What follows belongs to an exercise in optimizing a design on an open flow for small area; a production flow would make more cautious choices. The RTL was checked by simulation tests, not by an equivalence proof against the original design. Power figures rest on the tool's default switching activity, not on a simulated workload.

## epsilon
==> flow/design.v <==
module object_ctrl
(
   input  wire        clk,
   input  wire        rst,
   input  wire        tick,
   input  wire        up_en,
   input  wire        down_en,
   input  wire        live,       
   output wire [10:0] bar_y_t,
   output wire [10:0] bar_y_b,
   output wire [10:0] ball_x_l,
   output wire [10:0] ball_x_r,
   output wire [10:0] ball_y_t,
   output wire [10:0] ball_y_b,
   output wire        hit,
   output wire        miss
);
   reg  [8:0] bar;           
   reg  [7:0] by;            
   reg  [8:1] bxu;           
   wire [8:0] bx = {bxu, by[0]};
   reg        act;           
   reg  [2:0] cnt;           
   reg        pbu, pbd;      
   reg        offy, offx;    
   reg        hit_r;
   wire       load = act & (&cnt);
   wire [8:0] bar_b = bar + 9'd71;
   wire [8:0] bar_t = bar;
   assign bar_y_b  = {2'b00, bar_b};
   assign bar_y_t  = {2'b00, bar_t};
   assign ball_y_b = {2'b00, by, 1'b0};
   assign ball_x_r = {1'b0, bx, 1'b0};
   wire [7:0] by_hi = {2'b00, by[7:2]} - 8'd1;
   wire [7:0] bx_hi = {1'b0, bx[8:2]} - 8'd1;
   assign ball_y_t = {by_hi, by[1:0], 1'b1};
   assign ball_x_l = {bx_hi, bx[1:0], 1'b1};
   wire by_3   = by[7:2] == 6'd0;
   wire by_4   = by[7:2] == 6'd1 & by[1:0] == 2'd0;
   wire by_240 = &by[7:4];
   wire by_239 = by[7:4] == 4'b1110 & (&by[3:0]);
   wire bx_3   = bx[8:2] == 7'd0;
   wire bx_4   = bx[8:2] == 7'd1 & bx[1:0] == 2'd0;
   wire bx_320 = bx[8] & bx[6];
   wire bx_319 = bx[8] & (&bx[5:0]);
   wire ry_top = act ? (~offy & by_4)   : by_3;      
   wire ry_bot = act ? ( offy & by_239) : by_240;    
   wire rx_lft = act ? (~offx & bx_4)   : bx_3;      
   wire rx_rgt = act ? ( offx & bx_319) : bx_320;    
   wire [9:0] t = {1'b0, by, 1'b0} - {1'b0, bar_t};    
   wire t_neg = t[9];
   wire vtop = ~t_neg & (t <= 10'd8);
   wire vbot = ~t_neg & (t >= 10'd70) & (t <= 10'd78);
   wire hwin = ~t_neg & (t >= 10'd3) & (t <= 10'd75) & ~by_3;
   wire bx_hi8 = bx[8] & ~bx[6];
   wire vwin = (bx_hi8 & (bx[5:0] >= 6'd45) & (bx[5:0] <= 6'd48)) | bx_3;
   wire hrgt = bx_hi8 & ((bx[5:0] == 6'd49) | (bx[5:0] == 6'd50));
   wire hlft = bx_hi8 & (bx[5:0] == 6'd44);
   wire vhit = ~ry_top & ~ry_bot & vwin & (vtop | vbot);
   wire hhit = ~rx_lft & ~rx_rgt & hwin & (hrgt | hlft);
   always @(posedge clk) begin
      if (rst) begin
         act <= 1'b0;
         cnt <= 3'd0;
      end else begin
         act <= tick | (act & ~(&cnt));
         cnt <= act ? cnt + 3'd1 : 3'd0;
      end
   end
   always @(posedge clk) begin
      if (tick) begin
         pbu <= up_en & ~((bar[8:2] == 7'd0) & ~bar[0]);         
         pbd <= ~up_en & down_en & ~(bar[8] & bar[7] & bar[4] & bar[3]);   
      end
   end
   always @(posedge clk) begin
      if (rst) begin
         bar <= 9'd0;
         by  <= 8'd120;
         bxu <= 8'd160;
      end else if (load) begin
         if (pbu)
            bar <= bar - 9'd3;
         else if (pbd)
            bar <= bar + 9'd3;
         by  <= offy ? by + 8'd1 : by - 8'd1;
         bxu <= offx ? bxu + {7'd0, by[0]} : bxu - {7'd0, ~by[0]};
      end
   end
   always @(posedge clk) begin
      if (rst) begin
         offy <= 1'b0;
         offx <= 1'b0;
      end else if (~act | load) begin
         if (ry_top)
            offy <= 1'b1;
         else if (ry_bot)
            offy <= 1'b0;
         else if (vhit)
            offy <= vbot;
         if (rx_lft)
            offx <= 1'b1;
         else if (rx_rgt)
            offx <= 1'b0;
         else if (hhit)
            offx <= hrgt;
      end
   end
   always @(posedge clk)
      hit_r <= vhit | hhit;
   assign hit  = hit_r;
   assign miss = live & ~rx_lft & rx_rgt;
endmodule
`default_nettype none
module ping_pong_engine (
   input  wire        clk,
   input  wire        rst,
   input  wire        up_en,
   input  wire        down_en,
   input  wire        ref_tick,
   input  wire        first_pixel,
   output wire        frame_start,
   output wire        win_init,
   output wire        win_play,
   output wire        win_over,
   output wire [3:0]  dig0,
   output wire [3:0]  dig1,
   output wire [1:0]  ball_num,
   output wire [10:0] bar_y_t,
   output wire [10:0] bar_y_b,
   output wire [10:0] ball_x_l,
   output wire [10:0] ball_x_r,
   output wire [10:0] ball_y_t,
   output wire [10:0] ball_y_b
);
   wire hit, miss;
   object_ctrl object_ctrl_inst (
      .clk      ( clk      ),
      .rst      ( rst      ),
      .tick     ( ref_tick ),
      .up_en    ( up_en    ),
      .down_en  ( down_en  ),
      .live     ( win_init_r | win_play_r | win_over_r ),
      .bar_y_t  ( bar_y_t  ),
      .bar_y_b  ( bar_y_b  ),
      .ball_x_l ( ball_x_l ),
      .ball_x_r ( ball_x_r ),
      .ball_y_t ( ball_y_t ),
      .ball_y_b ( ball_y_b ),
      .hit      ( hit      ),
      .miss     ( miss     )
   );
   reg  win_init_r, win_play_r, win_over_r, chg_r;
   reg  [3:0] dig0_r, dig1_r;
   reg  [1:0] ball_num_r;
   reg  [6:0] timer_cnt;      
   reg  timer_out, fs_r;
   assign win_init    = win_init_r;
   assign win_play    = win_play_r;
   assign win_over    = win_over_r;
   assign dig0        = dig0_r;
   assign dig1        = dig1_r;
   assign ball_num    = ball_num_r;
   assign frame_start = fs_r;
   wire s_play = win_init_r ? chg_r : (win_play_r & ~chg_r);
   wire s_over = win_play_r ? chg_r : (win_over_r & ~chg_r);
   wire s_idle = ~s_play & ~s_over;
   wire start_game  = win_init_r & chg_r;
   wire start_timer = win_play_r & chg_r;
   always @(posedge clk) begin
      if (rst) begin
         win_init_r <= 1'b0;
         win_play_r <= 1'b0;
         win_over_r <= 1'b0;
         chg_r      <= 1'b0;
      end else begin
         win_init_r <= s_idle;
         win_play_r <= s_play;
         win_over_r <= s_over;
         chg_r      <= s_idle ? (up_en | down_en) :
                       s_play ? (ball_num_r == 2'b00) : timer_out;
      end
   end
   always @(posedge clk)
      fs_r <= first_pixel;
   wire timer_fb = timer_cnt[6] ^ timer_cnt[5] ^ (timer_cnt[5:0] == 6'd0);
   always @(posedge clk) begin
      if (rst)
         timer_cnt <= 7'b0000000;
      else if (start_timer)
         timer_cnt <= 7'b0000001;
      else if (win_over_r & fs_r)
         timer_cnt <= {timer_cnt[5:0], timer_fb};
   end
   always @(posedge clk)
      timer_out <= ~win_init_r & (timer_cnt == 7'b1000000);
   always @(posedge clk) begin
      if (rst | start_game) begin
         dig0_r     <= 4'h0;
         dig1_r     <= 4'h0;
         ball_num_r <= 2'd3;
      end else if (ref_tick) begin
         if (hit) begin
            if (dig0_r[3] & dig0_r[0]) begin
               dig0_r <= 4'h0;
               dig1_r <= dig1_r + 4'd1;
            end else
               dig0_r <= dig0_r + 4'd1;
         end
         if (miss)
            ball_num_r <= ball_num_r - 2'd1;
      end
   end
endmodule
Settings: LEC_CHECK=0, ABC_AREA=1, CAP_MARGIN=20, CORE_MARGIN=2, CORE_UTILIZATION=60, SLEW_MARGIN=20; clock period 10.0 ns.
standard.sh (not shown) runs the stock make flow with config.mk's settings and CLKGATE_MAP_FILE= SYNTH_SCRIPT=/design/flow/synth_recipe.tcl, a recipe that flattens the netlist after the stock synthesis.
==> flow/flow/run.sh <==
#!/bin/bash
# Standard ORFS flow with an area-oriented synthesis mapping (no adder
# extraction, ABC area script), unit-size port buffers, shared tie cells and a
# small clock tree. Registers are those of the standard synthesis.
set -euo pipefail
F=$PWD/flow
export MY_ABC_SCRIPT=$F/abc.script
export MY_ABC_NOD=1
bash standard.sh finish \
  SYNTH_SCRIPT=$F/my_synth.tcl \
  ADDER_MAP_FILE= \
  SYNTH_OPERATIONS_ARGS=-noshare \
  SYNTH_INSBUF=0 \
  SKIP_REPAIR_TIE_FANOUT=1 \
  "BUFFER_PORTS_ARGS=-buffer_cell sky130_fd_sc_hd__buf_1" \
  "CTS_ARGS=-sink_clustering_enable -sink_clustering_size 32 -sink_clustering_max_diameter 100 -buf_list sky130_fd_sc_hd__clkbuf_4 -dont_use_dummy_load -repair_clock_nets" \
  > flow_make.log 2>&1
==> flow/flow/abc.script <==
strash
&get -n
&deepsyn -T 30
&put
dc2
dch -f
amap
topo
==> flow/flow/my_synth.tcl <==
proc synth {args} { yosys synth -nofsm -noshare {*}$args }
proc abc {args} {
  set i [lsearch $args -script]
  if {$i >= 0 && [info exists ::env(MY_ABC_SCRIPT)] && $::env(MY_ABC_SCRIPT) ne ""} {
    if {$::env(MY_ABC_SCRIPT) eq "default"} {
      set args [lreplace $args $i [expr {$i+1}]]
    } else {
      set args [lreplace $args [expr {$i+1}] [expr {$i+1}] $::env(MY_ABC_SCRIPT)]
    }
  }
  if {[info exists ::env(MY_ABC_NOD)] && $::env(MY_ABC_NOD) eq "1"} {
    set j [lsearch $args -D]
    if {$j >= 0} { set args [lreplace $args $j [expr {$j+1}]] }
  }
  puts "MY ABC ARGS: $args"
  yosys abc {*}$args
}
source $::env(SCRIPTS_DIR)/synth.tcl
# left out here: clear keep_hierarchy, flatten, clean up, hide names made inside functions, write 1_2_yosys.v
The final layout from epsilon, which completed every stage, passed the timing, DRC and antenna checks at the end of the flow.
### epsilon -> alpha
-- flow/design.v --
<<< epsilon, line 26
   reg        hit_r;
   wire       load = act & (&cnt);
   wire [8:0] bar_b = bar + 9'd71;
   wire [8:0] bar_t = bar;
   assign bar_y_b  = {2'b00, bar_b};
   assign bar_y_t  = {2'b00, bar_t};
   assign ball_y_b = {2'b00, by, 1'b0};
>>> alpha, line 26
   reg        hit_r;
   wire       load = act & (&cnt);
   wire [8:0] bar_t = bar - 9'd71;
   assign bar_y_b  = {2'b00, bar};
   assign bar_y_t  = {2'b00, bar_t};
   assign ball_y_b = {2'b00, by, 1'b0};
<<< epsilon, line 36
   assign ball_y_t = {by_hi, by[1:0], 1'b1};
   assign ball_x_l = {bx_hi, bx[1:0], 1'b1};
   wire by_3   = by[7:2] == 6'd0;
   wire by_4   = by[7:2] == 6'd1 & by[1:0] == 2'd0;
   wire by_240 = &by[7:4];
   wire by_239 = by[7:4] == 4'b1110 & (&by[3:0]);
   wire bx_3   = bx[8:2] == 7'd0;
   wire bx_4   = bx[8:2] == 7'd1 & bx[1:0] == 2'd0;
   wire bx_320 = bx[8] & bx[6];
   wire bx_319 = bx[8] & (&bx[5:0]);
   wire ry_top = act ? (~offy & by_4)   : by_3;      
   wire ry_bot = act ? ( offy & by_239) : by_240;    
   wire rx_lft = act ? (~offx & bx_4)   : bx_3;      
   wire rx_rgt = act ? ( offx & bx_319) : bx_320;    
   wire [9:0] t = {1'b0, by, 1'b0} - {1'b0, bar_t};    
   wire t_neg = t[9];
   wire vtop = ~t_neg & (t <= 10'd8);
   wire vbot = ~t_neg & (t >= 10'd70) & (t <= 10'd78);
   wire hwin = ~t_neg & (t >= 10'd3) & (t <= 10'd75) & ~by_3;
   wire bx_hi8 = bx[8] & ~bx[6];
   wire vwin = (bx_hi8 & (bx[5:0] >= 6'd45) & (bx[5:0] <= 6'd48)) | bx_3;
   wire hrgt = bx_hi8 & ((bx[5:0] == 6'd49) | (bx[5:0] == 6'd50));
   wire hlft = bx_hi8 & (bx[5:0] == 6'd44);
   wire vhit = ~ry_top & ~ry_bot & vwin & (vtop | vbot);
   wire hhit = ~rx_lft & ~rx_rgt & hwin & (hrgt | hlft);
>>> alpha, line 35
   assign ball_y_t = {by_hi, by[1:0], 1'b1};
   assign ball_x_l = {bx_hi, bx[1:0], 1'b1};
   wire ry_top = act ? (~offy & (by == 8'd4))   : (by == 8'd3);     
   wire ry_bot = act ? ( offy & (by == 8'd239)) : (by == 8'd240);   
   wire rx_lft = act ? (~offx & (bx == 9'd4))   : (bx == 9'd3);     
   wire rx_rgt = act ? ( offx & (bx == 9'd319)) : (bx == 9'd320);   
   wire [9:0] t = {1'b0, by, 1'b0} - {1'b0, bar_t};    
   wire t_neg = t[9];
   wire vtop = ~t_neg & (t <= 10'd8);
   wire vbot = ~t_neg & (t >= 10'd70) & (t <= 10'd78);
   wire hwin = ~t_neg & (t >= 10'd3) & (t <= 10'd75) & (by != 8'd3);
   wire vwin = ((bx >= 9'd301) & (bx <= 9'd304)) | (bx == 9'd3);
   wire hrgt = (bx == 9'd305) | (bx == 9'd306);
   wire hlft = (bx == 9'd300);
   wire vhit = ~ry_top & ~ry_bot & vwin & (vtop | vbot);
   wire hhit = ~rx_lft & ~rx_rgt & hwin & (hrgt | hlft);
<<< epsilon, line 70
   always @(posedge clk) begin
      if (tick) begin
         pbu <= up_en & ~((bar[8:2] == 7'd0) & ~bar[0]);         
         pbd <= ~up_en & down_en & ~(bar[8] & bar[7] & bar[4] & bar[3]);   
      end
   end
   always @(posedge clk) begin
      if (rst) begin
         bar <= 9'd0;
         by  <= 8'd120;
         bxu <= 8'd160;
>>> alpha, line 60
   always @(posedge clk) begin
      if (tick) begin
         pbu <= up_en & (bar != 9'd71);
         pbd <= ~up_en & down_en & (bar != 9'd479);
      end
   end
   always @(posedge clk) begin
      if (rst) begin
         bar <= 9'd71;
         by  <= 8'd120;
         bxu <= 8'd160;
==> comparison <==
- Going from epsilon to alpha, post-route fraction of the period consumed by the critical path up 5.5 points; share of power burned in combinational logic climbed 0.2 points; time the final worst path needs with I/O delays and setup rose by 550 ps; vertical extent of the die grew by 0.96%.
- On critical path depth: between epsilon and alpha, it ends up higher for alpha.
- Looking at number of iterations in the first detailed-routing pass across epsilon and alpha, the one that comes out lower is epsilon.
- Smallest hold slack down 4.2 ps in alpha wrt epsilon
- There was hardly any difference in global-route usage over all layers between alpha and epsilon.
- Diff epsilon -> alpha | setup slack of the critical path after layout | decrease of 550 ps

-- separate check: timing with driven ports --
In the flow no input, the clock included, has a driving cell. The finished layouts below were timed again as built, in two steps.
Step 1 assumes that a clkbuf_16 drives the clock port and a buf_2 every other input.
Step 2 times the ports against the registers' clock, not the clock port: input delays grow and output delays shrink by t, the midpoint of the rising clock arrivals with the driver on.
a / b / c = no drivers / after step 1 / after step 2; a / b = the first two.
run	t (ns)	setup slack, ns	hold WS [ns]	worst slew at a driven data input, ns	cell pins on the clock port's net
epsilon	0.409	5.884 / 5.859 / 6.268	0.447 / 0.447 / 0.447	0.03	1
alpha	0.400	5.337 / 5.309 / 5.710	0.443 / 0.443 / 0.443	0.03	1
After both steps setup and hold are still met in every run listed.
